Source: an optimization exercise on an open RTL-to-GDS flow (aim: small area). Production flows keep margins and buffers that such runs may drop.
RTL that was checked went through simulation tests only; none was proved equivalent to the original.
No functional check of the RTL was part of runs 2 to 4.
Power and IR drop assume default switching activity. No driver is modelled on the clock port, so clocking that relies on it looks cheaper here than on a real chip.

==> flow/design.v <==
module uart_rx(
    input           rst_n,
    input           mosi,
    input           start_rx,
    input           clk,
    input           tick,
    output          ok,
    output[7:0]     data
);
reg[3:0] cnt,next_cnt;
reg      rx_ok,next_rx_ok;
reg[1:0] state,next_state;
reg[7:0] rx,next_rx;
assign ok   = rx_ok;
assign data = rx;
always@(posedge clk or negedge rst_n)begin
    if(!rst_n)begin
        state <= 0;
        rx_ok <= 0;
    end
    else if(tick)begin
        state <= next_state;
        rx_ok <= next_rx_ok;
    end
end
always@(posedge clk)begin
    if(tick)begin
        cnt   <= next_cnt;
        rx    <= next_rx;
    end
end
parameter idle     = 0;
parameter rec_data = 1;
parameter done     = 2;
parameter wait_dmy = 3;
always@(*)begin
    next_state = state;
    next_rx_ok = rx_ok;
    next_rx    = rx;
    next_cnt   = cnt - |cnt;
    case(state)
        idle:begin
            next_rx_ok = 1'b0;
            if(start_rx&!mosi)begin
                next_state = rec_data;
                next_cnt   = 8;
            end
        end
        rec_data:begin
            if(|cnt)begin
                next_rx = {mosi,rx[7:1]};
            end
            else if(mosi)begin
                next_rx_ok = 1'b1;
                next_state = idle;
            end
            else begin 
                next_rx_ok = 1'b0;
                next_state = wait_dmy;
                next_cnt   = 8;
            end
        end
        wait_dmy:begin
            if(|cnt) next_state = idle;
        end        
    endcase
end
endmodule
module uart_tx(
    input      rst_n,
    input      clk,
    input      tick,
    input      start,
    input[7:0] data,
    output     miso,
    output reg ok
);
reg[3:0] tx_cnt,next_tx_cnt;
reg      state,next_state;
reg      tx,next_tx;
reg      next_ok;
reg[7:0] data_tmp,next_data_tmp;
assign miso = tx;
always@(posedge clk)begin
    if(tick)begin
        tx_cnt   <= next_tx_cnt;
    end
end
parameter idle      = 0;
parameter send_data = 1;
always@(posedge clk or negedge rst_n)begin
    if(!rst_n)begin
        state    <= idle; 
        tx       <= 1;
        data_tmp <= 0;
        ok       <= 1'b0;
    end
    else if(tick)begin
        state    <= next_state;
        tx       <= next_tx;
        data_tmp <= next_data_tmp;
        ok       <= next_ok;
    end
end
always@(*)begin
    next_state    = state;
    next_tx_cnt   = tx_cnt - |tx_cnt;
    next_tx       = tx;
    next_data_tmp = data_tmp;
    next_ok       = ok;
    case(state)
        idle:begin
            next_ok = 1'b0;
            if(start)begin
                next_state    = send_data;
                next_tx_cnt   = 8;
                next_tx       = 1'b0;
            end
        end
        send_data:begin
            if(|tx_cnt)begin
                next_tx    = data[8-tx_cnt];
            end
            else begin
                next_state = idle;
                next_ok    = 1'b1;
                next_tx    = 1'b1;
            end
        end
    endcase
end
endmodule
module baud_sel(
    input      clk,
    input      rst_n,
    output reg clk_bps,
    output     bps_tick, 
    input      mosi,
    input[2:0] mode
);
reg[3:0]  cnt;
reg[3:0]  zr; 
reg       clk_bps_q;
wire[3:0]  cmp;
parameter bps9600=15;
assign cmp = mode==0 ? bps9600 : 0;
wire resync;
always@(posedge clk or negedge rst_n)begin
    if(!rst_n)begin
        cnt <= 0;
    end
    else if(resync)begin
        cnt <= 0;
    end
    else begin
        cnt <= cnt < cmp ? cnt + 1 : 0;
    end
end
always@(posedge clk or negedge rst_n)begin
    if(!rst_n)begin
        clk_bps <= 1'b0;
    end
    else if(resync)begin
        clk_bps <= 1'b0;
    end
    else begin
        clk_bps <= cnt==cmp ? ~clk_bps : clk_bps;
    end
end
always@(posedge clk or negedge rst_n)begin
    if(!rst_n)begin
        clk_bps_q <= 1'b0;
    end
    else begin
        clk_bps_q <= clk_bps;
    end
end
assign bps_tick = clk_bps & ~clk_bps_q & ~resync & ~(zr==0 & ~mosi);
always@(posedge clk or negedge rst_n)begin
    if(!rst_n)begin
        zr <= 0;
    end
    else begin
        zr <= mosi ? 4'd0 : zr[3] ? zr : zr + 4'd1;
    end
end
assign resync = zr!=0 & ~zr[3]; 
endmodule
module fifo(
    input           clk,
    input           wclk, 
    input           rclk, 
    input           rst_n,
    input[7:0]      mosi,
    output reg[7:0] miso,
    output          rdy
);
localparam RING  = 6;
localparam SLOTS = 86; 
reg[SLOTS*8-1:0] ring[0:RING-1];
reg[7:0]         last; 
reg[6:0] phase; 
always@(posedge clk)begin
    phase <= phase >= SLOTS-1 ? 7'd0 : phase + 7'd1;
end
reg[2:0] wr,rr;
reg[6:0] ws,rs;
reg      wclk_q,rclk_q;
wire     wen = wclk & ~wclk_q;
wire     ren = rclk & ~rclk_q;
always@(posedge clk or negedge rst_n)begin
    if(!rst_n)begin
        wclk_q <= 1'b0;
        rclk_q <= 1'b0;
    end
    else begin
        wclk_q <= wclk;
        rclk_q <= rclk;
    end
end
wire[2:0] wr_n = wr==RING ? 3'd0 : wr!=RING-1 ? wr + 3'd1 : ws==SLOTS-1 ? RING : 3'd0;
wire[6:0] ws_n = wr==RING ? 7'd0 : wr!=RING-1 ? ws : ws==SLOTS-1 ? 7'd0 : ws + 7'd1;
wire[2:0] rr_n = rr==RING ? 3'd0 : rr!=RING-1 ? rr + 3'd1 : rs==SLOTS-1 ? RING : 3'd0;
wire[6:0] rs_n = rr==RING ? 7'd0 : rr!=RING-1 ? rs : rs==SLOTS-1 ? 7'd0 : rs + 7'd1;
always@(posedge clk or negedge rst_n)begin
    if(!rst_n)begin
        wr <= 0;
        ws <= 0;
    end
    else if(wen)begin
        wr <= wr_n;
        ws <= ws_n;
    end
end
always@(posedge clk or negedge rst_n)begin
    if(!rst_n)begin
        rr <= 0;
        rs <= 0;
    end
    else if(ren)begin
        rr <= rr_n;
        rs <= rs_n;
    end
end
reg      pw;
reg[2:0] pwr;
reg[6:0] pws;
reg[7:0] pwd;
wire     commit = pw & (pwr==RING | pws==phase);
always@(posedge clk)begin
    if(wen)begin
        pw  <= 1'b1;
        pwr <= wr;
        pws <= ws;
        pwd <= mosi;
    end
    else if(commit)begin
        pw  <= 1'b0;
    end
end
genvar g;
generate
    for(g=0;g<RING;g=g+1)begin:rings
        wire[7:0] tap = ring[g][SLOTS*8-1 -: 8];
        always@(posedge clk)begin
            ring[g] <= {ring[g][SLOTS*8-9:0], (commit & pwr==g) ? pwd : tap};
        end
    end
endgenerate
always@(posedge clk)begin
    if(commit & pwr==RING)begin
        last <= pwd;
    end
end
reg      pv;
reg[7:0] pre;
wire[7:0] tap_r = rr==RING ? last : ring[rr][SLOTS*8-1 -: 8];
wire      fetch = ~pv & (rr==RING | rs==phase);
wire[7:0] fdata = (pw & pwr==rr & pws==rs) ? pwd : tap_r;
wire      w_at_r = ren ? (wr==rr_n & ws==rs_n) : (wr==rr & ws==rs);
always@(posedge clk or negedge rst_n)begin
    if(!rst_n)begin
        pv  <= 1'b0;
    end
    else if(wen & w_at_r)begin
        pv  <= 1'b1;
    end
    else if(ren)begin
        pv  <= 1'b0;
    end
    else if(fetch)begin
        pv  <= 1'b1;
    end
end
always@(posedge clk)begin
    if(wen & w_at_r)begin
        pre <= mosi;
    end
    else if(fetch)begin
        pre <= fdata;
    end
end
always@(posedge clk or negedge rst_n)begin
    if(!rst_n)begin
        miso <= 8'h00;
    end
    else if(ren)begin
        miso <= pre;
    end
end
assign rdy = wr==rr & ws==rs; 
endmodule
module fifo_top(
    input       clk,       
    input       rst_n,     
    input       mosi,      
    output      miso,      
    input       en_fifo,   
    output      clk_bps,   
    output      bps_tick,  
    output      rok,       
    output      wok,       
    input[2:0]  mode,      
    input[7:0]  mosi_data, 
    input[7:0]  miso_data, 
    output[7:0] miso_fifo,
    output[7:0] miso_rx,
    output      fifo_rdy,
    input       start_tx,
    input       start_rx,
    input       wclk,
    input       rclk
);
wire[7:0] miso_tx;
wire[7:0] mosi_fifo;
assign mosi_fifo = en_fifo ? mosi_data : miso_rx;
assign miso_tx   = en_fifo ? miso_data : miso_fifo;
baud_sel baud_sel(
     .clk    (clk    )
    ,.rst_n  (rst_n  )
    ,.clk_bps(clk_bps)
    ,.bps_tick(bps_tick)
    ,.mosi   (mosi   )
    ,.mode   (mode   )
);
uart_rx uart_rx(
     .clk      (clk       )
    ,.tick     (bps_tick  )
    ,.rst_n    (rst_n     )
    ,.mosi     (mosi      )
    ,.ok       (rok       )
    ,.data     (miso_rx   )
    ,.start_rx (start_rx  )
);
fifo fifo(
     .clk  (clk       )
    ,.wclk (wclk      )
    ,.rclk (rclk      )
    ,.rst_n(rst_n     )
    ,.mosi (mosi_fifo )
    ,.miso (miso_fifo )
    ,.rdy  (fifo_rdy  )
);
uart_tx uart_tx(
     .rst_n(rst_n          )
    ,.clk  (clk            )
    ,.tick (bps_tick       )
    ,.start(start_tx       )
    ,.data (miso_tx        )
    ,.miso (miso           )
    ,.ok   (wok            )
);
endmodule
module fifo_control(
    input       clk,   
    input       rst_n,
    input       mosi,
    output      miso,
    output[7:0] miso_rx,
    input[2:0]  cmd,
    output      fifo_done,
    output      fifo_busy,
    output      rok,
    output      clk_bps,
    output      bps_tick,
    input[15:0] rx_cnt,
    input       fe_done,
    output reg  sd_init,
    input       init_ok,
    output reg  sd_ren,
    output reg  sd_wen,
    input       sd_read_ok,
    input       sd_write_ok,
    input[7:0]  mosi_data,
    input       mosi_wclk,
    input       mosi_rclk,
    input       en_fc,
    output reg  set_fifo,
    output[7:0] miso_fifo,
    output      fifo_rdy
);
wire wok;
reg[2:0] state,next_state;
parameter idle       = 0,
          send_rx    = 1,
          send_tx    = 2,
          done       = 3,
          initial_sd = 4,
          sd_read    = 5,
          sd_write   = 6;
reg        start_rx,next_start_rx;
reg        start_tx,next_start_tx;
reg        en_fifo,next_en_fifo;
reg[15:0]  cnt,next_cnt;
reg        rclk,next_rclk;
reg        wclk,next_wclk;
reg        req,next_req;
reg        next_sd_init;
reg        next_sd_ren;
reg        next_sd_wen;
reg       fe_done_sync,fe_done_sync1;
always@(posedge clk or negedge rst_n)begin
    if(!rst_n)begin
        fe_done_sync  <= 1'b0;
        fe_done_sync1 <= 1'b0;
    end
    else begin
        fe_done_sync  <= fe_done;
        fe_done_sync1 <= fe_done_sync;
    end
end
reg next_set_fifo;
wire fifo_fe_done;
assign fifo_fe_done = fe_done_sync1&!fe_done_sync;
always@(posedge clk or negedge rst_n)begin
    if(!rst_n)begin
        state    <= idle;
        start_rx <= 1'b0;
        start_tx <= 1'b0;
        en_fifo  <= 1'b0;
        req      <= 1'b0;
        wclk     <= 1'b0;
        rclk     <= 1'b0;
        sd_init  <= 1'b0;
        sd_ren   <= 1'b0;
        sd_wen   <= 1'b0;
        set_fifo <= 1'b0;
    end
    else begin
        state    <= next_state;
        start_rx <= next_start_rx;
        start_tx <= next_start_tx;
        en_fifo  <= next_en_fifo;
        req      <= next_req;
        wclk     <= next_wclk;
        rclk     <= next_rclk;
        sd_init  <= next_sd_init;
        sd_ren   <= next_sd_ren;
        sd_wen   <= next_sd_wen;
        set_fifo <= next_set_fifo;
    end
end
always@(posedge clk)begin
    cnt <= next_cnt;
end
reg en;
always@(*)begin
    next_state    = state;
    next_start_rx = start_rx;
    next_start_tx = start_tx;
    next_en_fifo  = en_fifo;
    next_cnt      = cnt;
    next_req      = req;
    next_wclk     = wclk;
    next_rclk     = rclk;
    en            = 1'b0;
    next_sd_init  = sd_init;
    next_sd_ren   = sd_ren;
    next_sd_wen   = sd_wen;
    next_set_fifo = set_fifo;
    case(state)
        idle:begin
            next_start_rx = 1'b1;
            if(en_fc)begin
                if(cmd==3'd1)begin
                    next_state    = send_rx;
                    next_cnt      = rx_cnt;
                    next_set_fifo = 1'b0;
                end
                else if(cmd==3'd2)begin
                    next_state    = initial_sd;
                    next_cnt      = rx_cnt;
                end
                else if(cmd==3'd3)begin
                    next_state    = sd_read;
                    next_sd_ren   = 1'b1;
                end
                else if(cmd==3'd4)begin
                    next_state  = sd_write;
                    next_sd_wen = 1'b1;
                end
                else if(cmd==3'd6)begin
                    next_set_fifo = 1'b1;
                    next_state    = send_rx;
                    next_cnt      = rx_cnt;
                end
            end
        end
        send_rx:begin
            next_req      = rok;
            en            = !req&rok;
            next_cnt      = en ? cnt - |cnt : cnt;
            if(en&(|cnt))begin
                next_wclk = 1'b1;
            end
            else if(rok&(~|cnt))begin
                if(set_fifo)begin
                    next_state     = done;
                end
                else begin
                    next_state    = send_tx;
                    next_rclk     = 1'b1;
                end
                next_wclk     = 1'b0;
                next_start_tx = 1'b1;
            end
            else begin
                next_wclk = 1'b0;
            end
        end
        send_tx:begin
            next_req = wok;
            en       = !req&wok;
            if(fifo_rdy&en)begin
                next_rclk  = 1'b0;
                next_state = done;
            end
            else if(en)begin
                next_rclk = 1'b1;
            end
            else begin
                next_rclk = 1'b0;
            end
        end
        initial_sd:begin
            next_req = rok;
            en       = !req&rok;
            next_cnt = en ? cnt - |cnt : cnt;
            if(|cnt)begin
            end
            else if(init_ok)begin
                next_state   = done;
                next_sd_init = 1'b0;
            end
            else begin
                next_sd_init  = 1'b1;
            end
        end
        sd_read:begin
            next_wclk    = mosi_wclk;
            next_en_fifo = 1'b1;
            if(sd_read_ok)begin
                next_en_fifo = 1'b0;
                next_state   = send_tx;
                next_sd_ren  = 1'b0;
                next_rclk    = 1'b1;
                next_start_tx = 1'b1;
            end
        end
        sd_write:begin
            next_rclk     = mosi_rclk;
            if(sd_write_ok)begin
                next_state  = done;
                next_sd_wen = 1'b0;
            end
            else if(set_fifo)begin
            end
        end
        done:begin
            next_start_tx = 1'b0;
            if(fifo_fe_done)begin
                next_state   = idle;
            end
        end
    endcase
end
assign fifo_done =  state == done;
assign fifo_busy = !(state==idle);
fifo_top fifo_top(
     .clk       (clk       )
    ,.rst_n     (rst_n     )
    ,.mosi      (mosi      )
    ,.miso      (miso      )
    ,.en_fifo   (en_fifo   )
    ,.mode      (3'd0      ) 
    ,.mosi_data (mosi_data )
    ,.miso_data (8'd0      ) 
    ,.start_tx  (start_tx  )
    ,.start_rx  (start_rx  )
    ,.miso_rx   (miso_rx   )
    ,.fifo_rdy  (fifo_rdy  )
    ,.rok       (rok       )
    ,.wok       (wok       )
    ,.clk_bps   (clk_bps   )
    ,.bps_tick  (bps_tick  )
    ,.wclk      (wclk      )
    ,.rclk      (rclk      )
    ,.miso_fifo (miso_fifo )
);
endmodule
module FELOGIC(
    input             clk,
    input             tick,
    input             rst_n,
    input             rok,
    input             fifo_done,
    input[7:0]        mosi,
    output reg[2:0]   cmd, 
    output reg[15:0]  rx_cnt,
    output            fe_done,
    input             fifo_busy,
    output reg[31:0]  sec,
    output reg        en_fc
);
    reg[6:0] rx_flag;
    reg      busy,busy_sync,busy_sync1;
    reg      cmd_05;
    always@(posedge clk or negedge rst_n)begin
        if(!rst_n)begin
            busy       <= 1'b0;
            busy_sync  <= 1'b0;
            busy_sync1 <= 1'b0;
        end
        else if(tick)begin
            busy       <= fifo_done;
            busy_sync  <= busy;
            busy_sync1 <= busy_sync;
        end
    end
    always@(posedge clk or negedge rst_n)begin
        if(!rst_n)begin
            en_fc <= 1'b0;
        end
        else if(tick&rok&rx_flag[2])begin
            en_fc <= 1'b1;
        end
        else if(tick&rx_flag[0])begin
            en_fc <= 1'b0;
        end
    end
    assign fe_done = !busy_sync1&busy_sync;
    always@(posedge clk)begin
        if(tick&rok&(|rx_flag[1:0]))begin
            rx_cnt <= {rx_cnt[7:0],mosi};
        end
    end
    always@(posedge clk or negedge rst_n)begin
        if(!rst_n)begin
            rx_flag <= 1;
        end
        else if(tick&fifo_done)begin
            rx_flag <= 1;
        end
        else if(tick&rok&rx_flag[2]&mosi==8'h03)begin
            rx_flag <= 1'b1;
        end
        else if(tick&rok&cmd_05&rx_flag[6])begin
            rx_flag <= 1'b1;
        end
        else if(tick&rok)begin
            rx_flag <= rx_flag << 1;
        end
    end
    always@(posedge clk)begin
        if(tick&rok&rx_flag[2])begin
            cmd <= |mosi[7:3] ? 3'd0 : mosi[2:0];
        end
    end
    always@(posedge clk or negedge rst_n)begin
        if(!rst_n)begin
            cmd_05 <= 1'b0;
        end
        else if(tick&rok&rx_flag[2]&mosi==8'h05)begin
            cmd_05 <= 1'b1;
        end
        else if(tick&rok&rx_flag[0])begin
            cmd_05 <= 0;
        end
    end
    always@(posedge clk or negedge rst_n)begin
        if(!rst_n)begin
            sec <= 0;
        end
        else if(tick&cmd_05&rok)begin
            sec <= |rx_flag[6:3] ? {sec[23:0],mosi} : sec;
        end
    end
endmodule
module sd_initial(
    input           rst_n,
    input           clk,
    output reg      sd_ck,
    input           sd_miso,
    output reg      sd_mosi,
    output reg      sd_csn,
    input           sd_init, 
    output reg      init_ok,
    input           sd_ren,
    input           sd_wen,
    input           fifo_busy,
    output reg      wclk,
    output reg      rclk,
    output[7:0]     miso_data,
    output reg      rd_ok,
    output reg      wr_ok,
    input[31:0]     sec,
    input           set_fifo,
    input[7:0]      mosi_data,
    input           fifo_rdy
);
wire[47:0] write_single_cmd;
wire[47:0] read_single_cmd;
assign read_single_cmd  = {8'h51,8'h0,8'h0,8'h0,8'h0,8'hff}|(sec<<8);
assign write_single_cmd = {8'h58,8'h0,8'h0,8'h0,8'h0,8'hff}|(sec<<8);
reg[2:0] cnt_clk;
reg      fifo_empty,next_fifo_empty;
always@(posedge clk or negedge rst_n)begin
    if(!rst_n)begin
        cnt_clk <= 0;
    end
    else begin
        cnt_clk <= cnt_clk==5 ? 0 :cnt_clk + 1;
    end
end
always@(posedge clk or negedge rst_n)begin
    if(!rst_n)begin
        sd_ck <= 1'b0;
    end
    else begin
        sd_ck <= cnt_clk==5 ? ~sd_ck : sd_ck;
    end
end
reg      en; 
reg      rx_valid;
reg[47:0]rx;
reg[3:0] state,next_state;
reg      next_init_ok;
reg      next_sd_mosi;
reg      next_sd_csn;
reg[5:0] tx_cnt,next_tx_cnt;
reg[31:0]sh;
reg      ld_cmd,ld_byte;
reg[31:0]cmd_val;
reg[6:0] byte_val;
reg[9:0] cnt,next_cnt;
reg[1:0] req,next_req;
reg[2:0] rx_cnt,next_rx_cnt;
reg      next_wclk;
reg      next_rclk;
reg      next_rd_ok;
reg      next_wr_ok;
wire     sd_rise = sd_ck & cnt_clk==0; 
wire     sd_fall = ~sd_ck & cnt_clk==0; 
always@(posedge clk or negedge rst_n)begin
    if(!rst_n)begin
        rx <= 48'hff_ff_ff_ff_ff_ff;
    end
    else if(!sd_rise)begin
    end
    else if(!sd_mosi)begin
        rx <= 48'hff_ff_ff_ff_ff_ff;
    end
    else begin
        rx <= {rx[46:0],sd_miso};
    end
end
always@(posedge clk or negedge rst_n)begin
    if(!rst_n)begin
        state     <= 0;
        init_ok   <= 1'b0;
        sd_mosi   <= 1'b1;
        sd_csn    <= 1'b1;
        req       <= 0;
        wclk      <= 0;
        rclk      <= 0;
        rd_ok     <= 0;
        wr_ok     <= 0;
        fifo_empty <= 1'b0;
    end
    else if(sd_fall)begin
        state     <= next_state;
        init_ok   <= next_init_ok;
        sd_mosi   <= next_sd_mosi;
        sd_csn    <= next_sd_csn;
        req       <= next_req;
        wclk      <= next_wclk;
        rclk      <= next_rclk;
        rd_ok     <= next_rd_ok;
        wr_ok     <= next_wr_ok;
        fifo_empty <= next_fifo_empty;
    end
end
always@(posedge clk)begin
    if(sd_fall)begin
        if(ld_cmd)begin
            sh <= cmd_val;
        end
        else begin
            if(tx_cnt<=40) sh <= {sh[30:0],1'b0};
            if(ld_byte) sh[31:25] <= byte_val;
        end
    end
end
wire[7:0] c1 = state==8   ? 8'h40 :
               state==2   ? 8'h48 :
               state==3  ? 8'h77 :
               state==4 ? 8'h69 :
               state==5  ? 8'h51 : 8'h58;
wire[7:0] c2 = state==8   ? 8'h95 :
               state==2   ? 8'h87 : 8'hff;
wire[2:0] idx = tx_cnt[2:0] - 3'd1; 
wire      dbit = tx_cnt > 40 ? c1[idx] : (tx_cnt > 8 | state==9) ? sh[31] : c2[idx];
assign miso_data = rx[7:0];
always@(posedge clk)begin
    if(sd_fall)begin
        tx_cnt    <= next_tx_cnt;
        rx_cnt    <= next_rx_cnt;
        cnt       <= next_cnt;
    end
end
always@(*)begin
    next_state     = state;
    next_tx_cnt    = tx_cnt - |tx_cnt;
    next_rx_cnt    = rx_cnt - |rx_cnt;
    next_init_ok   = init_ok;
    next_sd_mosi   = sd_mosi;
    next_sd_csn    = sd_csn;
    ld_cmd         = 1'b0;
    ld_byte        = 1'b0;
    cmd_val        = 32'd0;
    byte_val       = 7'd0;
    next_cnt       = cnt; 
    next_req       = req;
    next_wclk      = wclk;
    next_rclk      = rclk;
    next_rd_ok     = rd_ok;
    next_wr_ok     = wr_ok;
    next_fifo_empty = fifo_empty;
    case(state)
        0:begin
            next_sd_csn     = 1'b1;
            next_sd_mosi    = 1'b1;
            next_init_ok    = init_ok;
            if(!init_ok&sd_init)begin
                next_cnt       = 1023;
                next_state     = 1;
            end
            else if(init_ok&sd_ren)begin 
                next_state     = 5;
                next_sd_mosi   = read_single_cmd>>47;
                ld_cmd         = 1'b1;
                cmd_val        = sec;
                next_tx_cnt    = 47;
                next_sd_csn    = 1'b0;
            end
            else if(init_ok&sd_wen)begin
                next_state     = 6;
                next_sd_mosi   = write_single_cmd>>47;
                ld_cmd         = 1'b1;
                cmd_val        = sec;
                next_tx_cnt    = 47;
                next_sd_csn    = 1'b0;
            end
        end
        1:begin
            next_cnt       = cnt  - |cnt;
            if(|cnt)begin
                next_state = 1;
            end
            else begin
                next_sd_csn = 1'b1;
                next_state  = 8;
                ld_cmd         = 1'b1;
                cmd_val        = 32'h00000000;
                next_tx_cnt = 48;
            end
        end
        8:begin 
            if(|tx_cnt)begin
                next_sd_csn  = 1'b0;
                next_sd_mosi = dbit;
            end
            else if(rx[47:40]==8'h01)begin
                next_state   = 2;
                next_sd_mosi = {8'h48,8'h00,8'h00,8'h01,8'haa,8'h87}>>47;
                ld_cmd         = 1'b1;
                cmd_val        = 32'h000001aa;
                next_tx_cnt  = 47;
            end
            else begin
                next_sd_mosi = 1'b1;
            end
        end
        2:begin
            if(|tx_cnt)begin
                next_sd_mosi = dbit;
            end
            else if(rx[47:40]==8'h01)begin
                next_state   = 3;
                next_sd_mosi = {8'h77,8'h00,8'h00,8'h00,8'h00,8'hff}>>47;
                ld_cmd         = 1'b1;
                cmd_val        = 32'h00000000;
                next_tx_cnt  = 47;
            end
            else begin
                next_sd_mosi = 1'b1;
            end
        end
        3:begin
            if(|tx_cnt)begin
                next_sd_mosi = dbit;
            end
            else if(rx[47:40]==8'h01)begin
                next_state   = 4;
                next_sd_mosi = {8'h69,8'h40,8'h00,8'h00,8'h00,8'hff}>>47;
                ld_cmd         = 1'b1;
                cmd_val        = 32'h40000000;
                next_tx_cnt  = 47;
            end
            else begin
                next_sd_mosi = 1'b1;
            end
        end
        4:begin
            if(|tx_cnt)begin
                next_sd_mosi = dbit;
            end
            else if(rx[47:40]==8'h00)begin
                next_state   = 8'ha;
                next_init_ok = 1'b1;
                next_sd_csn  = 1'b1;
                next_sd_mosi = 1'b1;
            end
            else if(rx[47:40]==8'h01)begin
                next_state   = 3;
                next_sd_mosi = {8'h77,8'h00,8'h00,8'h00,8'h00,8'hff}>>47;
                ld_cmd         = 1'b1;
                cmd_val        = 32'h00000000;
                next_tx_cnt  = 47;
            end
            else begin
                next_sd_mosi = 1'b1;
            end
        end
        5:begin
            if(|tx_cnt)begin
                next_sd_mosi = dbit;
            end
            else if(rx[47:40]==8'h0)begin
                 next_state = 7;
            end
            else begin
                next_sd_mosi = 1'b1;
            end
        end
        6:begin
            if(|tx_cnt)begin
                next_sd_mosi = dbit;
            end
            else if(rx[47:40]==8'h0)begin
                 next_state      = 9;
                 next_sd_mosi    = 1'b1;
                 ld_byte        = 1'b1;
                 byte_val       = 7'h7e;
                 next_tx_cnt     = 7;
                 next_rclk       = fifo_rdy ? 1'b0 : 1'b1;
                 next_fifo_empty = fifo_rdy;
            end
            else begin
                next_sd_mosi = 1'b1;
            end
        end
        9:begin
            next_rclk = 1'b0;
            if(req==1'b0)begin 
                if(|tx_cnt)begin
                    next_sd_mosi = dbit;
                end
                else begin
                    next_fifo_empty = fifo_rdy;
                    next_sd_mosi    = fifo_empty ? 0  : mosi_data >>7;
                    ld_byte        = 1'b1;
                    byte_val       = fifo_empty ? 7'd0 : mosi_data[6:0];
                    next_tx_cnt     = 7;
                    next_req        = 1;
                    next_cnt        = 511;
                    next_rclk       = fifo_rdy ? 1'b0 : 1'b1;
                end
            end
            else if(req==1)begin 
                if(|tx_cnt)begin
                    next_sd_mosi = dbit;
                end
                else if(|cnt)begin
                    next_fifo_empty = fifo_rdy;
                    next_sd_mosi    = fifo_empty ? 0  : mosi_data >>7;
                    ld_byte        = 1'b1;
                    byte_val       = fifo_empty ? 7'd0 : mosi_data[6:0];
                    next_tx_cnt     = 7;
                    next_cnt        = cnt - |cnt;
                    next_rclk       = fifo_rdy ? 1'b0 : 1'b1;
                end
                else begin
                    next_sd_mosi = 8'hff;
                    ld_byte        = 1'b1;
                    byte_val       = 7'h7f;
                    next_tx_cnt  = 7;
                    next_req     = 2;
                    next_cnt     = 1;
                end
            end
            else if(req==2)begin 
                if(|tx_cnt)begin
                    next_sd_mosi = dbit;
                end
                else if(|cnt)begin
                    next_sd_mosi = 8'hff>>7;
                    ld_byte        = 1'b1;
                    byte_val       = 7'h7f;
                    next_tx_cnt  = 7;
                    next_cnt     = cnt - |cnt;
                end
                else begin
                    next_state  = 8'hc;
                    next_req    = 1'b0;
                    next_sd_csn = 1'b1;
                    next_wr_ok  = 1'b1;
                end
            end
        end
        7:begin
            if(req==1'b0&rx[7:0]==8'hfe)begin
                next_req    = 1'b1;
                next_rx_cnt = 7;
                next_cnt    = 512+2; 
            end
            else if(req==1'b1)begin
                next_cnt       =|rx_cnt ? cnt : cnt - 1;
                next_rx_cnt    = (|cnt)&rx_cnt==0 ? 7 :rx_cnt - |rx_cnt;
                next_wclk      = rx_cnt == 0;
                next_req       = cnt==0&rx_cnt==0 ? 2'b10 : req;
                if(cnt==0&rx_cnt==0)begin
                    next_req    = 2'b10;
                    next_sd_csn = 1'b1;
                    next_cnt    = 7;
                end
            end
            else if(req==2'b10)begin
                next_wclk  = 1'b0;
                next_state = 8'hb;
                next_rd_ok = 1'b1;
                next_req   = 0;
            end
        end
        8'ha:begin
            if(fifo_busy)begin
                next_state = 0;
            end
        end
        8'hb:begin
            if(fifo_busy)begin
                next_state = 0;
                next_rd_ok = 1'b0;
            end
        end
        8'hc:begin
            if(fifo_busy)begin
                next_state = 0;
                next_wr_ok = 1'b0;
            end
        end
    endcase
end
endmodule
module ufc_top(
    input  clk,
    input  rst_n,
    input  mosi,
    output miso,
    output sd_ck,
    output sd_mosi,
    output sd_csn,
    input  sd_miso
);
wire[7:0]  mosi_rx;
wire[2:0]  cmd;
wire[15:0] rx_cnt;
wire[7:0]  mosi_data;
wire[31:0] sec;
wire[7:0]  miso_fifo;
wire       fifo_done,rok,clk_bps,bps_tick,sd_init,init_ok,fifo_busy,fe_done;
wire       sd_ren,sd_wen,rd_ok,wr_ok,wclk,rclk,en_fc,set_fifo,fifo_rdy;
fifo_control fifo_control(
     .clk        (clk         )
    ,.rst_n      (rst_n       )
    ,.mosi       (mosi        )
    ,.miso       (miso        )
    ,.miso_rx    (mosi_rx     )
    ,.cmd        (cmd         )
    ,.fifo_done  (fifo_done   )
    ,.rok        (rok         )
    ,.clk_bps    (clk_bps     )
    ,.bps_tick   (bps_tick    )
    ,.rx_cnt     (rx_cnt      )
    ,.sd_init    (sd_init     )
    ,.init_ok    (init_ok     )
    ,.fifo_busy  (fifo_busy   )
    ,.fe_done    (fe_done     )
    ,.sd_ren     (sd_ren      )
    ,.sd_wen     (sd_wen      )
    ,.sd_read_ok (rd_ok       )
    ,.sd_write_ok(wr_ok       )
    ,.mosi_data  (mosi_data   )
    ,.mosi_wclk  (wclk        )
    ,.mosi_rclk  (rclk        )
    ,.en_fc      (en_fc       )
    ,.set_fifo   (set_fifo    )
    ,.miso_fifo  (miso_fifo   )
    ,.fifo_rdy   (fifo_rdy    )
);
FELOGIC FELOGIC(
     .rst_n     (rst_n     )
    ,.rok       (rok       )
    ,.mosi      (mosi_rx   )
    ,.clk       (clk       )
    ,.tick      (bps_tick  )
    ,.cmd       (cmd       )
    ,.rx_cnt    (rx_cnt    )
    ,.fe_done   (fe_done   )
    ,.fifo_done (fifo_done )
    ,.fifo_busy (fifo_busy )
    ,.sec       (sec       )
    ,.en_fc     (en_fc     )
);
sd_initial sd_initial(
     .rst_n     (rst_n     )
    ,.clk       (clk       )
    ,.sd_ck     (sd_ck     )
    ,.sd_miso   (sd_miso   )
    ,.sd_mosi   (sd_mosi   )
    ,.sd_init   (sd_init   )
    ,.init_ok   (init_ok   )
    ,.sd_csn    (sd_csn    )
    ,.fifo_busy (fifo_busy )
    ,.sd_ren    (sd_ren    )
    ,.sd_wen    (sd_wen    )
    ,.wclk      (wclk      )
    ,.rclk      (rclk      )
    ,.miso_data (mosi_data )
    ,.rd_ok     (rd_ok     )
    ,.wr_ok     (wr_ok     )
    ,.sec       (sec       )
    ,.set_fifo  (set_fifo  )
    ,.mosi_data (miso_fifo )
    ,.fifo_rdy  (fifo_rdy  )
);
endmodule
==> flow/flow/run.sh <==
#!/bin/bash
# The standard layout, with clock tree settings of our own: larger leaf clusters and no
# dummy loads. Each tool's output goes to a log file here; ORFS keeps its own logs under orfs/logs.
set -euo pipefail
export CTS_ARGS="-sink_clustering_enable -repair_clock_nets -dont_use_dummy_load -buf_list sky130_fd_sc_hd__clkbuf_16 -sink_clustering_size 30 -sink_clustering_max_diameter 50"
bash standard.sh > standard_sh.log 2>&1
==> flow/standard.sh <==
#!/bin/bash
# synth_recipe.tcl (not shown) runs the flow's synth.tcl, then flattens the netlist and writes it again
# the make line also repeats each setting of config.mk as NAME=value (left out here)
make -C /OpenROAD-flow-scripts/flow DESIGN_CONFIG=/design/flow/config.mk WORK_HOME=/design/flow/orfs CLKGATE_MAP_FILE= SYNTH_SCRIPT=/design/flow/synth_recipe.tcl "${@:-finish}"
==> flow/config.mk <==
export PLATFORM = sky130hd
export DESIGN_NAME = ufc_top
export DESIGN_NICKNAME = ufc_top
export VERILOG_FILES = /design/flow/design.v
export SDC_FILE = /design/flow/constraint.sdc
export NUM_CORES = 4
export LEC_CHECK = 0
export CAP_MARGIN = 20
export CORE_MARGIN = 2
export CORE_UTILIZATION = 65
export SLEW_MARGIN = 20
==> flow/constraint.sdc <==
create_clock -name core_clock -period 10.0 [get_ports {clk}]
set_input_delay 2.0000 -clock core_clock [delete_from_list [all_inputs] [get_ports {clk}]]
set_output_delay 2.0000 -clock core_clock [all_outputs]
set_load 0.01 [all_outputs]
==> reports/qor.csv, run 1 <==
stage,metric,value,unit
cells_and_area,Layout area overhead,7.44,%
critical_path,Critical Path RT,10360,ps
timing,Pins Over Slew Limit,0,
critical_path,arrival time worst endpoint,4980,ps
clock_tree,Clock Latency Late Sink,800,ps
power_and_ir_drop,Worst IR Drop VDD,191,uV
power_and_ir_drop,pwr dens,244,mW/mm2
synth,sequential cell area fraction in the yosys report,91.2,%
clock_tree,"CTS clk-pin slew, worst paths",100,ps
timing,Final period util,46.2,%
synth,proportion of synthesized area in mux cells,1.28,%
clock_tree,postcts setup bufs,0,
die,die span in x,396,um
clock_tree,# clock sinks,4444,
timing,worst-margin pin slew,1070,ps
global_route,vias in the first global route,37100,
global_route,largest net degree at the start of global routing,90,
flow_run,max-cap violations,0,
detailed_routing,Pre-antenna DRT Iters,8,
critical_path,worst-path maximum fanout,18,
clock_tree,Root Buffer,clkbuf_16,
synth,synthesized flop and latch total,4444,
synth,post-synthesis async set-or-reset flop share,3.87,%
die,Die Footprint,0.157,mm2
synth,Mapped Nets,5926,
place,DP HPWL,69.7,mm
timing,"Setup violations, final",0,
cells_and_area,Final #Nets,6050,
timing,Max Freq,0.216,GHz
global_route,"Remaining Overflow, GRT",0,
detailed_routing,DR WL/cell,15.3,um
synth,Synth Area in Compound Gates,3.01,%
place,RePlAce Congestion,0.848,
global_route,first-pass GRT wire length,200,mm
clock_tree,cts repair resizes,0,
critical_path,Worst setup SP type,primary input,
die,Cell Rows,144,
power_and_ir_drop,leakage power,42.5,nW
clock_tree,CTS buffer count,204,
timing,unrepaired setup endpoints after global routing,no,
critical_path,crit path kind,primary input to flip-flop,
detailed_routing,DR DRC count,0,
place,port bufs,7,
die,# IOs,8,
global_route,initial antenna violation count,5,
timing,Slew HR,27.9,%
place,dpl cell area,0.102,mm2
clock_tree,# H-tree levels,4,
detailed_routing,Iter 0 DRT Violations,2309,
cells_and_area,Multi-input gate area,0.00808,mm2
timing,worst hold slack,272,ps
timing,Setup TNS,0,ps
cells_and_area,fin cells,8054,
synth,"EDFF count, synth",136,
cells_and_area,fillers,10100,
synth,main combinational cell family by area after synthesis,compound AO/OA/AOI/OAI gates,
synth,Yosys warnings,8,
cells_and_area,layout cells sized above 1,6.73,%
synth,synthesized cell area,0.100,mm2
place,placed cells,7847,
critical_path,critical path capture point type,flip-flop,
critical_path,Worst R2R Setup Slack,5920,ps
outcome,status,no timing/DRC/antenna violations,
timing,clock skew,94.6,ps
cells_and_area,post-route cell area,0.108,mm2
min_path,min-delay worst type,flip-flop to flip-flop,
synth,Unique masters post-synth,92,
synth,Syn Inst Count,5885,
global_route,overall routing resource usage,15.9,%
power_and_ir_drop,Design Power,0.0262,W
clock_tree,CTS tree,built,
die,core area,0.154,mm2
detailed_routing,via count,38000,
detailed_routing,Post-Route WL,123,mm
clock_tree,CTS max path bufs,3,
detailed_routing,final antenna-violating net count,0,
die,initial core utilization,65.2,%
synth,synthesized-area fraction occupied by adder cells,0.462,%
cells_and_area,FF/Latch Area,0.0913,mm2
timing,fin crit period,4620,ps
synth,Most used DFF post-synth,dfxtp_1,
synth,Post-Synth XOR/XNOR Area,0.744,%
clock_tree,cts hold-fix bufs,0,
timing,final hold violations,0,
die,die height,396,um
synth,Syn Area/Cell,17.0,um2
synth,Synth Area in Simple Gates,2.55,%
detailed_routing,DR vias/cell,4.72,
[cells in the mapped netlist (5+ instances only)]
library cell,count,area share [%]
a211oi_1,6,0.045
a21o_1,8,0.060
a21oi_1,80,0.40
a221o_1,7,0.070
a221oi_1,14,0.12
a222oi_1,8,0.080
a22o_1,23,0.20
a22oi_1,7,0.052
a31oi_1,18,0.11
and2_1,9,0.056
and3_1,13,0.081
buf_1,6,0.022
buf_2,16,0.080
clkbuf_1,76,0.28
dfrtp_1,120,3.0
dfstp_2,52,1.4
dfxtp_1,4136,83
edfxtp_1,136,4.1
ha_1,37,0.46
inv_1,98,0.37
mux2_2,103,1.2
mux2i_1,7,0.070
nand2_1,198,0.74
nand2b_1,20,0.12
nand3_1,39,0.19
nand3b_1,5,0.037
nand4_1,14,0.087
nor2_1,116,0.43
nor2b_1,23,0.14
nor3_1,31,0.15
nor3b_1,6,0.045
nor4_1,12,0.075
o211ai_1,19,0.14
o21ai_0,205,1.0
o221ai_1,5,0.044
o22ai_1,12,0.075
o31ai_1,10,0.075
o41ai_1,5,0.044
or3_1,11,0.069
or4_1,5,0.037
xnor2_1,50,0.44
xor2_1,35,0.31
[path summary, 6_finish.rpt]
check,to,depth (start not counted),start
min reg2reg,fifo_control.fifo_top.fifo.ring[2][404]$_DFF_P_,0,fifo_control.fifo_top.fifo.ring[2][396]$_DFF_P_
max,fifo_control.fifo_top.uart_rx.rx[5]$_DFFE_PP_,6,mosi
min,fifo_control.fifo_top.fifo.ring[2][404]$_DFF_P_,0,fifo_control.fifo_top.fifo.ring[2][396]$_DFF_P_
max in group asynchronous,fifo_control.fifo_top.uart_rx.state[1]$_DFFE_PN0P_,2,rst_n
max reg2reg,fifo_control.fifo_top.fifo.pre[1]$_DFFE_PP_,9,fifo_control.fifo_top.fifo.rr[2]$_DFFE_PN0P_
min in group asynchronous,fifo_control.fifo_top.fifo.rs[3]$_DFFE_PN0P_,1,rst_n
[metrics by stage]
stage          util (%)  setup slack [ps]
2_1_floorplan         -              5430
3_3_place_gp       66.7              4810
3_5_place_dp       66.7              4680
4_1_cts            70.1              5460
5_1_grt            70.1              5250
6_report           70.1              5380
[final cells by class]
| class | instances | share of cell area, % |
|---|---|---|
| clock buffer | 204 | 4.75 |
| inverter | 101 | 0.352 |
| antenna | 3 | 0.00698 |
| sequential | 4444 | 84.8 |
| timing repair buffer | 21 | 0.168 |
| tap | 2044 | 2.38 |
| multi-input combinational | 1237 | 7.51 |
[metal layers]
| layer | vias up | part of all wire, % | global-route usage [%] |
|---|---|---|---|
| li1 | 19100 | - | - |
| met1 | 18200 | 53 | 25.1 |
| met2 | 556 | 40 | 22.2 |
| met3 | 238 | 4.0 | 2.98 |
| met4 | 0 | 2.5 | 4.83 |
| met5 | - | 0 | 0 |
[worst max-delay path, cell delays in order]
cell and delay [ps]:
clkdlybuf4s50_1 690, a21oi_1 110, or3b_2 590, inv_1 510
nand2_1 210, nor3_1 850
[cell families after synthesis]
family                     Yosys count
buffers and inverters              204
DFF                               4444
xor gates and xnor gates            85
adders and majority gates           37
and+or+nand+nor                    527
muxes                              113
AOI/OAI and AO/OA                  475
[power by group]
group	internal, W	switching, W	leakage, nW	total [W]
sequential	0.0178	0.00000597	36.7	0.0178
combinational	0.00000860	0.0000216	3.32	0.0000302
clock	0.00363	0.00478	2.51	0.00840
total	0.0214	0.00480	42.5	0.0262
[cells in the final DEF (no fill, tap or decap), types with 7 or more instances in the layout]
cell type,netlist,final
dfstp_2,52,52
edfxtp_1,136,136
and2_1,9,9
nand3_1,39,39
nand4_1,14,14
a21oi_1,80,79
a222oi_1,8,8
o211ai_1,19,19
o31ai_1,10,10
mux2_2,103,103
xnor2_1,50,50
a22o_1,23,23
xor2_1,35,35
dfxtp_1,4136,4136
inv_1,98,97
or3_1,11,11
clkbuf_16,0,204
nor4_1,12,12
nand2_1,198,198
nor2_1,116,116
nand2b_1,20,20
a22oi_1,7,7
nor3_1,31,31
dfrtp_1,120,120
nor2b_1,23,23
o22ai_1,12,12
a221oi_1,14,14
mux2i_1,7,7
a221o_1,7,7
and3_1,13,12
o21ai_0,205,205
a21o_1,8,8
buf_4,4,13
a31oi_1,18,18
ha_1,37,37
[flip-flops by register name (all words and copies together), names as in the netlist, 8 cells and up]
name	count
fifo_control.fifo_top.fifo.ring	4128
sd_initial.rx	48
FELOGIC.sec	32
sd_initial.sh	32
FELOGIC.rx_cnt	16
fifo_control.cnt	16
sd_initial.cnt	10
fifo_control.fifo_top.fifo.last	8
fifo_control.fifo_top.fifo.miso	8
fifo_control.fifo_top.fifo.pre	8
fifo_control.fifo_top.fifo.pwd	8
fifo_control.fifo_top.uart_rx.rx	8
==> inputs of run 2 (changes only) <==
--- a/flow/design.v
+++ b/flow/design.v
@@ -384,5 +384,5 @@
     output      clk_bps,
     output      bps_tick,
-    input[15:0] rx_cnt,
+    input       cnt_ld,
     input       fe_done,
     output reg  sd_init,
@@ -462,5 +462,10 @@
 end
 always@(posedge clk)begin
-    cnt <= next_cnt;
+    if(cnt_ld)begin
+        cnt <= {cnt[7:0],miso_rx};
+    end
+    else begin
+        cnt <= next_cnt;
+    end
 end
 reg en;
@@ -485,10 +490,8 @@
                 if(cmd==3'd1)begin
                     next_state    = send_rx;
-                    next_cnt      = rx_cnt;
                     next_set_fifo = 1'b0;
                 end
                 else if(cmd==3'd2)begin
                     next_state    = initial_sd;
-                    next_cnt      = rx_cnt;
                 end
                 else if(cmd==3'd3)begin
@@ -503,5 +506,4 @@
                     next_set_fifo = 1'b1;
                     next_state    = send_rx;
-                    next_cnt      = rx_cnt;
                 end
             end
@@ -617,5 +619,5 @@
     input[7:0]        mosi,
     output reg[2:0]   cmd, 
-    output reg[15:0]  rx_cnt,
+    output            cnt_ld, 
     output            fe_done,
     input             fifo_busy,
@@ -650,9 +652,5 @@
     end
     assign fe_done = !busy_sync1&busy_sync;
-    always@(posedge clk)begin
-        if(tick&rok&(|rx_flag[1:0]))begin
-            rx_cnt <= {rx_cnt[7:0],mosi};
-        end
-    end
+    assign cnt_ld = tick&rok&(|rx_flag[1:0]);
     always@(posedge clk or negedge rst_n)begin
         if(!rst_n)begin
@@ -762,17 +760,19 @@
 wire     sd_rise = sd_ck & cnt_clk==0; 
 wire     sd_fall = ~sd_ck & cnt_clk==0; 
+reg[47:0]nrx;
 always@(posedge clk or negedge rst_n)begin
     if(!rst_n)begin
-        rx <= 48'hff_ff_ff_ff_ff_ff;
+        nrx <= 48'h0;
     end
     else if(!sd_rise)begin
     end
     else if(!sd_mosi)begin
-        rx <= 48'hff_ff_ff_ff_ff_ff;
+        nrx <= 48'h0;
     end
     else begin
-        rx <= {rx[46:0],sd_miso};
+        nrx <= {nrx[46:0],~sd_miso};
     end
 end
+always@(*) rx = ~nrx;
 always@(posedge clk or negedge rst_n)begin
     if(!rst_n)begin
@@ -1095,5 +1095,5 @@
 wire[7:0]  mosi_rx;
 wire[2:0]  cmd;
-wire[15:0] rx_cnt;
+wire       cnt_ld;
 wire[7:0]  mosi_data;
 wire[31:0] sec;
@@ -1112,5 +1112,5 @@
     ,.clk_bps    (clk_bps     )
     ,.bps_tick   (bps_tick    )
-    ,.rx_cnt     (rx_cnt      )
+    ,.cnt_ld     (cnt_ld      )
     ,.sd_init    (sd_init     )
     ,.init_ok    (init_ok     )
@@ -1136,5 +1136,5 @@
     ,.tick      (bps_tick  )
     ,.cmd       (cmd       )
-    ,.rx_cnt    (rx_cnt    )
+    ,.cnt_ld    (cnt_ld    )
     ,.fe_done   (fe_done   )
     ,.fifo_done (fifo_done )
==> flow/flow/run.sh (replaced) <==
#!/bin/bash
# The standard layout, with clock tree settings of our own: larger leaf clusters and no
# dummy loads. Each tool's output goes to a log file here; ORFS keeps its own logs under orfs/logs.
set -euo pipefail
export CTS_ARGS="-sink_clustering_enable -repair_clock_nets -dont_use_dummy_load -buf_list sky130_fd_sc_hd__clkbuf_16 -sink_clustering_size 32 -sink_clustering_max_diameter 55"
bash standard.sh > standard_sh.log 2>&1
==> reports/qor.csv, run 2 <==
stage,metric,value,unit
outcome,status,no timing/DRC/antenna violations,
cells_and_area,post-route cell area,0.107,mm2
critical_path,crit path kind,primary input to flip-flop,
detailed_routing,Pre-antenna DRT Iters,6,
synth,Yosys warnings,8,
synth,"EDFF count, synth",120,
cells_and_area,max reg flops,4128,
cells_and_area,fin cells,8016,
cells_and_area,Largest Register,fifo_control.fifo_top.fifo.ring,
detailed_routing,Post-Route WL,126,mm
synth,Syn Area/Cell,17.0,um2
cells_and_area,largest registers,"fifo_control.fifo_top.fifo.ring (4128), sd_initial.nrx (48)",
timing,"Setup violations, final",0,
place,RePlAce Congestion,0.827,
clock_tree,# H-tree levels,4,
clock_tree,CTS buffer count,186,
clock_tree,"CTS clk-pin slew, worst paths",110,ps
synth,Most used DFF post-synth,dfxtp_1,
die,Cell Rows,143,
synth,"top cells by count, synth","4,136 x dfxtp_1, 270 x nand2_1, 168 x dfrtp_1, 151 x o21ai_0",
clock_tree,cts repair resizes,0,
die,initial core utilization,65.5,%
die,core area,0.152,mm2
critical_path,most frequent CP cell,a21oi_1,
timing,fin crit period,4810,ps
timing,final hold violations,0,
cells_and_area,layout cells sized above 1,5.70,%
synth,Synth area leaders,"dfxtp_1 83%, dfrtp_1 4.2%, edfxtp_1 3.6%, nand2_1 1.0%, mux2_2 0.93%",
min_path,min-delay worst type,flip-flop to flip-flop,
clock_tree,# clock sinks,4428,
synth,synthesized cell area,0.0996,mm2
critical_path,Critical Path RT,10590,ps
synth,most common cell in the netlist,dfxtp_1,
place,DP HPWL,71.0,mm
min_path,hold path start,fifo_control.fifo_top.fifo.ring[2][359]$_DFF_P_,
detailed_routing,via count,37800,
critical_path,CP bufs+invs,2,
detailed_routing,final antenna-violating net count,0,
critical_path,CP cell instances,clkdlybuf4s50_1 -> a21oi_1 -> or3b_2 -> inv_1 -> and2_1 -> nand3_1 -> o32ai_1 -> a21oi_1,
global_route,largest net degree at the start of global routing,97,
place,placed cells,7826,
die,Die Footprint,0.156,mm2
timing,Setup TNS,0,ps
timing,Slew HR,32.0,%
critical_path,"slowest stage cell, crit path",o32ai_1,
global_route,vias in the first global route,37200,
clock_tree,cts hold-fix bufs,0,
global_route,"Remaining Overflow, GRT",0,
place,port bufs,7,
critical_path,Worst Setup SP,mosi,
timing,Max Freq,0.208,GHz
synth,sequential cell area fraction in the yosys report,91.1,%
critical_path,critical path capture point type,flip-flop,
cells_and_area,"most common cell after layout, fill and taps aside",dfxtp_1,
clock_tree,CTS max path bufs,3,
clock_tree,Clock Latency Late Sink,820,ps
synth,synthesized flop and latch total,4428,
synth,post-synth top area share,83.1,%
power_and_ir_drop,pwr dens,242,mW/mm2
detailed_routing,DR DRC count,0,
place,dpl cell area,0.102,mm2
cells_and_area,Layout area overhead,7.08,%
power_and_ir_drop,leakage power,42.3,nW
global_route,overall routing resource usage,16.2,%
clock_tree,postcts setup bufs,0,
synth,"area leader, netlist",dfxtp_1,
die,die span in x,395,um
timing,worst-margin pin slew,1010,ps
synth,Syn Inst Count,5874,
detailed_routing,DR vias/cell,4.71,
critical_path,"delay-heaviest family, CP",buffers and inverters,
clock_tree,CTS tree,built,
global_route,initial antenna violation count,3,
critical_path,"slowest stage delay, CP",750,ps
power_and_ir_drop,Worst IR Drop VDD,211,uV
power_and_ir_drop,Design Power,0.0258,W
timing,Final period util,48.1,%
critical_path,reg2reg start,sd_initial.tx_cnt[0]$_DFFE_PP_,
flow_run,max-cap violations,0,
detailed_routing,Iter 0 DRT Violations,2475,
critical_path,worst-path maximum fanout,19,
synth,Mapped Nets,5916,
critical_path,arrival time worst endpoint,5400,ps
die,# IOs,8,
clock_tree,Root Buffer,clkbuf_16,
timing,clock skew,96.1,ps
critical_path,Worst setup SP type,primary input,
cells_and_area,most frequent cells in the layout,"4,136 x dfxtp_1, 270 x nand2_1, 186 x clkbuf_16",
detailed_routing,DR WL/cell,15.7,um
synth,Unique masters post-synth,92,
synth,post-synthesis async set-or-reset flop share,3.88,%
timing,Pins Over Slew Limit,0,
timing,unrepaired setup endpoints after global routing,no,
global_route,first-pass GRT wire length,202,mm
die,die height,395,um
cells_and_area,Final #Nets,6028,
## run 2: final timing paths
| kind | to | slack, ps | depth (start not counted) |
|---|---|---|---|
| setup / recovery | FELOGIC.rx_flag[5]$_DFFE_PN0P_ | 5190 | 8 |
| min in group asynchronous | fifo_control.fifo_top.fifo.rs[0]$_DFFE_PN0P_ | 1170 | 1 |
| hold / removal | fifo_control.fifo_top.fifo.ring[2][367]$_DFF_P_ | 220 | 0 |
| hold reg to reg | fifo_control.fifo_top.fifo.ring[2][367]$_DFF_P_ | 220 | 0 |
| max in group asynchronous | sd_initial.nrx[14]$_DFFE_PN0P_ | 6780 | 3 |
| setup reg to reg | sd_initial.sh[30]$_DFFE_PP_ | 5380 | 9 |
## run 2: cell type report
| type | instances | area (um2) |
|---|---|---|
| multi-input cells | 1278 | 8240 |
| flip-flops and latches | 4428 | 90700 |
| repair buffers | 32 | 256 |
| inverters | 60 | 225 |
| well taps | 2030 | 2540 |
| clock buffers | 186 | 4650 |
| fillers | 9807 | 45400 |
| diodes | 2 | 5.00 |
## run 2: layer usage
metal / GRT usage, % / part of all wire [%] / up-vias
met5: 0 / 0 / -
met4: 4.63 / 2.4 / 0
met3: 3.65 / 4.9 / 222
met2: 23.1 / 41 / 561
met1: 25.0 / 52 / 18000
li1: - / - / 19000
## run 2: logic make-up after synthesis
group / synth area share, %
AND/OR/NAND/NOR: 2.84
multiplexers: 1.25
flip-flops: 91.1
adder cells (fa/ha/maj): 0.477
AO/OA/AOI/OAI: 2.93
XOR/XNOR: 0.739
buffers and inverters: 0.670
## run 2: where the power goes
group / switching [W] / internal [W] / total (W)
combinational: 0.0000217 / 0.00000900 / 0.0000307
clock: 0.00471 / 0.00333 / 0.00804
sequential: 0.00000647 / 0.0177 / 0.0177
## run 2: per-stage QoR
| step | hold WS, ps | setup WS (ps) | utilization [%] |
|---|---|---|---|
| 2_1_floorplan | 310 | 5490 | - |
| 3_3_place_gp | 310 | 4630 | 67.0 |
| 3_5_place_dp | 312 | 4450 | 67.0 |
| 4_1_cts | 218 | 5290 | 70.1 |
| 5_1_grt | 207 | 5010 | 70.1 |
| 6_report | 225 | 5190 | 70.1 |
==> inputs of run 3 (changes only) <==
--- a/flow/design.v
+++ b/flow/design.v
@@ -275,7 +275,7 @@
 reg      pv;
 reg[7:0] pre;
-wire[7:0] tap_r = rr==RING ? last : ring[rr][SLOTS*8-1 -: 8];
-wire      fetch = ~pv & (rr==RING | rs==phase);
-wire[7:0] fdata = (pw & pwr==rr & pws==rs) ? pwd : tap_r;
+wire[6:0] rs_1  = rs==SLOTS-1 ? 7'd0 : rs + 7'd1;
+wire      fetch = ~pv & (rr==RING ? ~(pw & pwr==RING) : rs_1==phase);
+wire[7:0] fdata = rr==RING ? last : ring[rr][7:0];
 wire      w_at_r = ren ? (wr==rr_n & ws==rs_n) : (wr==rr & ws==rs);
 always@(posedge clk or negedge rst_n)begin
==> flow/flow/run.sh (replaced) <==
#!/bin/bash
# The standard layout, with clock tree settings of our own: larger leaf clusters and no
# dummy loads. Each tool's output goes to a log file here; ORFS keeps its own logs under orfs/logs.
set -euo pipefail
export CTS_ARGS="-sink_clustering_enable -repair_clock_nets -dont_use_dummy_load -buf_list sky130_fd_sc_hd__clkbuf_16 -sink_clustering_size 36 -sink_clustering_max_diameter 55"
bash standard.sh > standard_sh.log 2>&1
==> reports/qor.csv, run 3 <==
stage,metric,value,unit
critical_path,CP cell instances,clkdlybuf4s50_1 -> a21oi_1 -> or3b_1 -> inv_2 -> and2_1 -> nand3_1 -> o32ai_1 -> a21oi_1,
global_route,first-pass GRT wire length,200,mm
synth,synthesized flop and latch total,4428,
timing,unrepaired setup endpoints after global routing,no,
synth,"top cells by count, synth","4,136 x dfxtp_1, 260 x nand2_1, 168 x dfrtp_1, 144 x o21ai_0, 122 x nor2_1",
timing,Slew HR,29.4,%
detailed_routing,DR DRC count,0,
die,Cell Rows,143,
synth,Most used DFF post-synth,dfxtp_1,
clock_tree,Clock Latency Late Sink,790,ps
synth,Syn Area/Cell,16.9,um2
detailed_routing,DR WL/cell,15.4,um
cells_and_area,Largest Register,fifo_control.fifo_top.fifo.ring,
synth,Synth area leaders,"dfxtp_1 83%, dfrtp_1 4.2%, edfxtp_1 3.6%, mux2_2 1.0%, nand2_1 0.98%",
synth,Syn Inst Count,5872,
critical_path,"slowest stage delay, CP",740,ps
die,core area,0.152,mm2
critical_path,most frequent CP cell,a21oi_1,
timing,Final period util,45.0,%
cells_and_area,layout cells sized above 1,5.49,%
clock_tree,Root Buffer,clkbuf_16,
cells_and_area,largest registers,"fifo_control.fifo_top.fifo.ring (4128), sd_initial.nrx (48)",
critical_path,worst-path maximum fanout,20,
place,dpl ws,4780,ps
detailed_routing,final antenna-violating net count,0,
critical_path,Worst R2R Setup Slack,5710,ps
synth,sequential cell area fraction in the yosys report,91.2,%
global_route,largest net degree at the start of global routing,97,
timing,Pins Over Slew Limit,0,
detailed_routing,Pre-antenna DRT Iters,7,
timing,post-route setup slack,5500,ps
cells_and_area,Final #Nets,6019,
critical_path,"delay-heaviest family, CP",simple AND/OR/NAND/NOR gates,
die,die height,395,um
clock_tree,"CTS clk-pin slew, worst paths",110,ps
clock_tree,# clock sinks,4428,
place,port bufs,7,
critical_path,arrival time worst endpoint,5070,ps
critical_path,"slowest stage cell, crit path",o32ai_1,
global_route,"Remaining Overflow, GRT",0,
synth,post-synthesis async set-or-reset flop share,3.88,%
synth,"area leader, netlist",dfxtp_1,
detailed_routing,Post-Route WL,124,mm
die,die span in x,395,um
power_and_ir_drop,pwr dens,241,mW/mm2
cells_and_area,"most common cell after layout, fill and taps aside",dfxtp_1,
global_route,initial antenna violation count,10,
power_and_ir_drop,Worst IR Drop VDD,202,uV
global_route,vias in the first global route,37000,
cells_and_area,most frequent cells in the layout,"4,136 x dfxtp_1, 260 x nand2_1, 179 x clkbuf_16",
synth,most common cell in the netlist,dfxtp_1,
place,DP HPWL,70.3,mm
detailed_routing,Iter 0 DRT Violations,2177,
timing,Setup TNS,0,ps
synth,Mapped Nets,5913,
power_and_ir_drop,Design Power,0.0256,W
clock_tree,cts hold-fix bufs,0,
timing,final hold violations,0,
min_path,min-delay worst type,flip-flop to flip-flop,
synth,Unique masters post-synth,98,
clock_tree,cts repair resizes,0,
detailed_routing,via count,37600,
cells_and_area,post-route cell area,0.106,mm2
critical_path,Worst setup SP type,primary input,
timing,fin crit period,4500,ps
synth,synthesized cell area,0.0995,mm2
synth,"EDFF count, synth",120,
clock_tree,postcts setup bufs,0,
cells_and_area,Layout area overhead,6.92,%
timing,"Setup violations, final",0,
timing,Max Freq,0.222,GHz
place,RePlAce Congestion,0.834,
clock_tree,CTS tree,built,
cells_and_area,max reg flops,4128,
power_and_ir_drop,leakage power,42.2,nW
die,initial core utilization,65.5,%
timing,worst-margin pin slew,1050,ps
critical_path,crit path kind,primary input to flip-flop,
critical_path,CP bufs+invs,2,
die,Die Footprint,0.156,mm2
detailed_routing,DR vias/cell,4.69,
flow_run,max-cap violations,0,
clock_tree,# H-tree levels,4,
timing,clock skew,112,ps
clock_tree,CTS buffer count,179,
critical_path,Critical Path RT,10570,ps
place,dpl cell area,0.102,mm2
synth,Yosys warnings,8,
critical_path,critical path capture point type,flip-flop,
clock_tree,CTS max path bufs,3,
cells_and_area,Finished Core Util,70.0,%
global_route,overall routing resource usage,16.0,%
die,# IOs,8,
synth,post-synth top area share,83.2,%
outcome,status,no timing/DRC/antenna violations,
-- run 3: changes by cell type in the layout (fill, tap and decap cells not counted), moves of 11 or more --
| cell | change |
|---|---|
| a21oi_1 | +11 |
| a221oi_1 | -15 |
| inv_1 | +15 |
| nand3_1 | +15 |
| o31ai_1 | +11 |
| xnor2_1 | -17 |
-- run 3: report_power, final --
part           switching, W  internal, W  leakage [nW]  total (W)
Clock               0.00465      0.00321          2.21    0.00786
Sequential       0.00000628       0.0177          36.7     0.0177
Combinational     0.0000230   0.00000923          3.34  0.0000323
Total               0.00468       0.0209          42.2     0.0256
-- run 3: path summary, 6_finish.rpt --
kind / start / endpoint / cells after the start
max: mosi / FELOGIC.rx_flag[1]$_DFFE_PN0P_ / 8
min: fifo_control.fifo_top.fifo.ring[0][68]$_DFF_P_ / fifo_control.fifo_top.fifo.ring[0][76]$_DFF_P_ / 0
max reg2reg: sd_initial.cnt[0]$_DFFE_PP_ / sd_initial.sh[27]$_DFFE_PP_ / 9
min reg2reg: fifo_control.fifo_top.fifo.ring[0][68]$_DFF_P_ / fifo_control.fifo_top.fifo.ring[0][76]$_DFF_P_ / 0
max in group asynchronous: rst_n / sd_initial.nrx[6]$_DFFE_PN0P_ / 3
min in group asynchronous: rst_n / sd_initial.nrx[28]$_DFFE_PN0P_ / 1
-- run 3: per-layer routing --
layer,share of wire (%),routed length [um],up-vias,global-route usage (%)
met2,40,49300,547,22.4
met3,3.8,4680,239,2.84
li1,-,-,19000,-
met1,54,66200,17800,25.4
met4,2.7,3290,4,4.91
met5,0.026,32,-,0
-- run 3: per-stage QoR --
step	cells	hold slack, ps
6_report	8011	230
5_1_grt	8006	226
4_1_cts	8006	229
3_3_place_gp	7827	310
2_1_floorplan	5872	310
3_5_place_dp	7827	312
-- run 3: cell families after synthesis --
family / count (synthesis) / synth area share (%)
DFF: 4428 / 91.2
buffers and inverters: 179 / 0.708
and+or+nand+nor: 587 / 2.75
muxes: 112 / 1.27
adders and majority gates: 37 / 0.465
AOI/OAI and AO/OA: 463 / 3.02
xor gates and xnor gates: 66 / 0.595
-- run 3: cell type report --
class                      instances  area, um2
antenna                            5       12.5
clock buffer                     179       4480
fill                            9830      45600
inverter                          78        293
multi-input combinational       1265       8100
sequential                      4428      90700
tap                             2030       2540
timing repair buffer              26        214
==> inputs of run 4 (changes only) <==
==> flow/flow/run.sh (replaced) <==
#!/bin/bash
# The standard layout, with clock tree settings of our own: larger leaf clusters and no
# dummy loads. Each tool's output goes to a log file here; ORFS keeps its own logs under orfs/logs.
set -euo pipefail
export CTS_ARGS="-sink_clustering_enable -repair_clock_nets -dont_use_dummy_load -buf_list sky130_fd_sc_hd__clkbuf_16 -sink_clustering_size 34 -sink_clustering_max_diameter 60"
bash standard.sh > standard_sh.log 2>&1
==> reports/qor.csv, run 4 <==
stage,metric,value,unit
outcome,status,no timing/DRC/antenna violations,
cells_and_area,layout cells sized above 1,5.36,%
cells_and_area,"most common cell after layout, fill and taps aside",dfxtp_1,
global_route,largest net degree at the start of global routing,97,
synth,proportion of synthesized area in mux cells,1.27,%
power_and_ir_drop,pwr dens,240,mW/mm2
detailed_routing,wl on met1,65.8,mm
clock_tree,# clock sinks,4428,
die,# IOs,8,
place,DP HPWL,70.3,mm
place,RePlAce Congestion,0.834,
critical_path,Critical Path RT,10580,ps
timing,clock skew,104,ps
clock_tree,cts hold-fix bufs,0,
synth,Post-Synth XOR/XNOR Area,0.595,%
clock_tree,CTS max path bufs,3,
min_path,min-delay worst type,flip-flop to flip-flop,
synth,Yosys warnings,8,
cells_and_area,largest registers,"fifo_control.fifo_top.fifo.ring (4128), sd_initial.nrx (48)",
global_route,overall routing resource usage,15.9,%
synth,main combinational cell family by area after synthesis,compound AO/OA/AOI/OAI gates,
detailed_routing,Iter 0 DRT Violations,2046,
critical_path,most frequent CP cell,a21oi_1,
detailed_routing,DR WL/cell,15.3,um
synth,synthesized flop and latch total,4428,
synth,Most used DFF post-synth,dfxtp_1,
die,Cell Rows,143,
timing,"Setup violations, final",0,
synth,Syn Inst Count,5872,
place,port bufs,7,
cells_and_area,Layout area overhead,6.71,%
detailed_routing,via count,37500,
synth,Synth Area in Compound Gates,3.02,%
synth,synthesized cell area,0.0995,mm2
critical_path,"slowest stage cell, crit path",o32ai_1,
timing,Setup TNS,0,ps
detailed_routing,DR DRC count,0,
power_and_ir_drop,leakage power,42.1,nW
clock_tree,# H-tree levels,4,
synth,post-synth top area share,83.2,%
critical_path,Worst setup SP type,primary input,
detailed_routing,wire length on met2,48.5,mm
timing,final hold violations,0,
critical_path,arrival time worst endpoint,5060,ps
synth,Syn Area/Cell,16.9,um2
cells_and_area,Final #Nets,6011,
global_route,"Remaining Overflow, GRT",0,
die,core area,0.152,mm2
timing,Pins Over Slew Limit,0,
synth,synthesized-area fraction occupied by adder cells,0.465,%
detailed_routing,WL met3,4.85,mm
clock_tree,"CTS clk-pin slew, worst paths",110,ps
critical_path,CP bufs+invs,2,
timing,Final period util,44.7,%
detailed_routing,final antenna-violating net count,0,
timing,worst-margin pin slew,1060,ps
synth,"top cells by count, synth","4,136 x dfxtp_1, 260 x nand2_1, 168 x dfrtp_1, 144 x o21ai_0, 122 x nor2_1",
critical_path,"slowest stage delay, CP",720,ps
cells_and_area,most frequent cells in the layout,"4,136 x dfxtp_1, 260 x nand2_1, 171 x clkbuf_16",
critical_path,worst-path maximum fanout,20,
synth,Unique masters post-synth,98,
detailed_routing,Post-Route WL,122,mm
clock_tree,CTS tree,built,
critical_path,critical path capture point type,flip-flop,
critical_path,crit path kind,primary input to flip-flop,
synth,Mapped Nets,5913,
synth,post-synthesis async set-or-reset flop share,3.88,%
cells_and_area,max reg flops,4128,
timing,Slew HR,29.1,%
detailed_routing,Top Layer Used,met5,
timing,unrepaired setup endpoints after global routing,no,
timing,fin crit period,4470,ps
clock_tree,Clock Latency Late Sink,790,ps
clock_tree,cts repair resizes,0,
timing,Max Freq,0.223,GHz
power_and_ir_drop,Design Power,0.0254,W
global_route,vias in the first global route,36700,
synth,Synth area leaders,"dfxtp_1 83%, dfrtp_1 4.2%, edfxtp_1 3.6%, mux2_2 1.0%, nand2_1 0.98%",
cells_and_area,Largest Register,fifo_control.fifo_top.fifo.ring,
synth,Synth Area in Simple Gates,2.75,%
synth,most common cell in the netlist,dfxtp_1,
critical_path,CP cell instances,clkdlybuf4s50_1 -> a21oi_1 -> or3b_1 -> inv_2 -> and2_1 -> nand3_1 -> o32ai_1 -> a21oi_1,
clock_tree,postcts setup bufs,0,
detailed_routing,DR vias/cell,4.69,
critical_path,"delay-heaviest family, CP",buffers and inverters,
global_route,initial antenna violation count,11,
synth,"area leader, netlist",dfxtp_1,
clock_tree,CTS buffer count,171,
detailed_routing,Pre-antenna DRT Iters,6,
synth,"EDFF count, synth",120,
clock_tree,Root Buffer,clkbuf_16,
global_route,first-pass GRT wire length,199,mm
die,Die Footprint,0.156,mm2
power_and_ir_drop,Worst IR Drop VDD,214,uV
die,die height,395,um
flow_run,max-cap violations,0,
synth,sequential cell area fraction in the yosys report,91.2,%
timing,worst hold slack,273,ps
die,initial core utilization,65.5,%
die,die span in x,395,um
[run 4: worst reg2reg max path, stage by stage, from the launching register on]
cell and delay [ps]:
edfxtp_1 440, inv_1 170, ha_1 240, or3b_2 530, nor4_4 500, clkinv_1 550
nor3_2 530, nor3_2 90, buf_4 240, a21oi_1 620
[run 4: report_power, final]
group          switching, W  internal, W
sequential       0.00000630       0.0177
combinational     0.0000230   0.00000923
clock               0.00462      0.00308
[run 4: final cells by class]
| cell class | count | area [um2] |
|---|---|---|
| antenna | 2 | 5.00 |
| clock buffer | 171 | 4280 |
| fill | 9852 | 45800 |
| inverter | 78 | 293 |
| multi-input combinational | 1265 | 8100 |
| sequential | 4428 | 90700 |
| tap | 2030 | 2540 |
| timing repair buffer | 26 | 214 |
[run 4: final timing paths]
| path | slack (ps) | to | cells past startpoint | start |
|---|---|---|---|---|
| setup / recovery | 5530 | FELOGIC.rx_flag[1]$_DFFE_PN0P_ | 8 | mosi |
| hold / removal | 270 | fifo_control.fifo_top.fifo.ring[1][67]$_DFF_P_ | 0 | fifo_control.fifo_top.fifo.ring[1][59]$_DFF_P_ |
| setup reg to reg | 5710 | sd_initial.sh[25]$_DFFE_PP_ | 9 | sd_initial.cnt[0]$_DFFE_PP_ |
| hold reg to reg | 270 | fifo_control.fifo_top.fifo.ring[1][67]$_DFF_P_ | 0 | fifo_control.fifo_top.fifo.ring[1][59]$_DFF_P_ |
| max in group asynchronous | 6770 | FELOGIC.sec[3]$_DFFE_PN0P_ | 3 | rst_n |
| min in group asynchronous | 1180 | sd_initial.nrx[28]$_DFFE_PN0P_ | 1 | rst_n |
[run 4: routing by layer]
layer	track usage (%)	vias to the layer above
met1	25.3	17800
li1	-	19000
met4	4.98	4
met3	2.82	223
met2	22.0	512
met5	0	-
[run 4: metrics by stage]
| stage | area [um2] | utilization, % | std cells | setup WS, ps |
|---|---|---|---|---|
| floorplan | 99500 | - | 5872 | 5730 |
| detailed placement | 102000 | 67.1 | 7827 | 4780 |
| global route | 106000 | 69.9 | 7998 | 5290 |
| CTS | 106000 | 69.9 | 7998 | 5530 |
| global placement | 102000 | 67.0 | 7827 | 4840 |
| finish | 106000 | 69.9 | 8000 | 5530 |
[run 4: kinds of logic (layout without fill, tap and decap cells)]
kind of cell               count (synthesis)  after routing
xor gates and xnor gates                  66             66
AOI/OAI and AO/OA                        463            463
buffers and inverters                    179            275
DFF                                     4428           4428
muxes                                    112            112
adders and majority gates                 37             37
and+or+nand+nor                          587            587
other                                      0              2

Setup slack of run 4, layout unchanged: 5.525 ns with ideal ports, 5.532 ns with driving cells assumed (clock clkbuf_16, inputs buf_2), 4.756 ns with port delays also shifted by the 0.831 ns mid clock arrival.
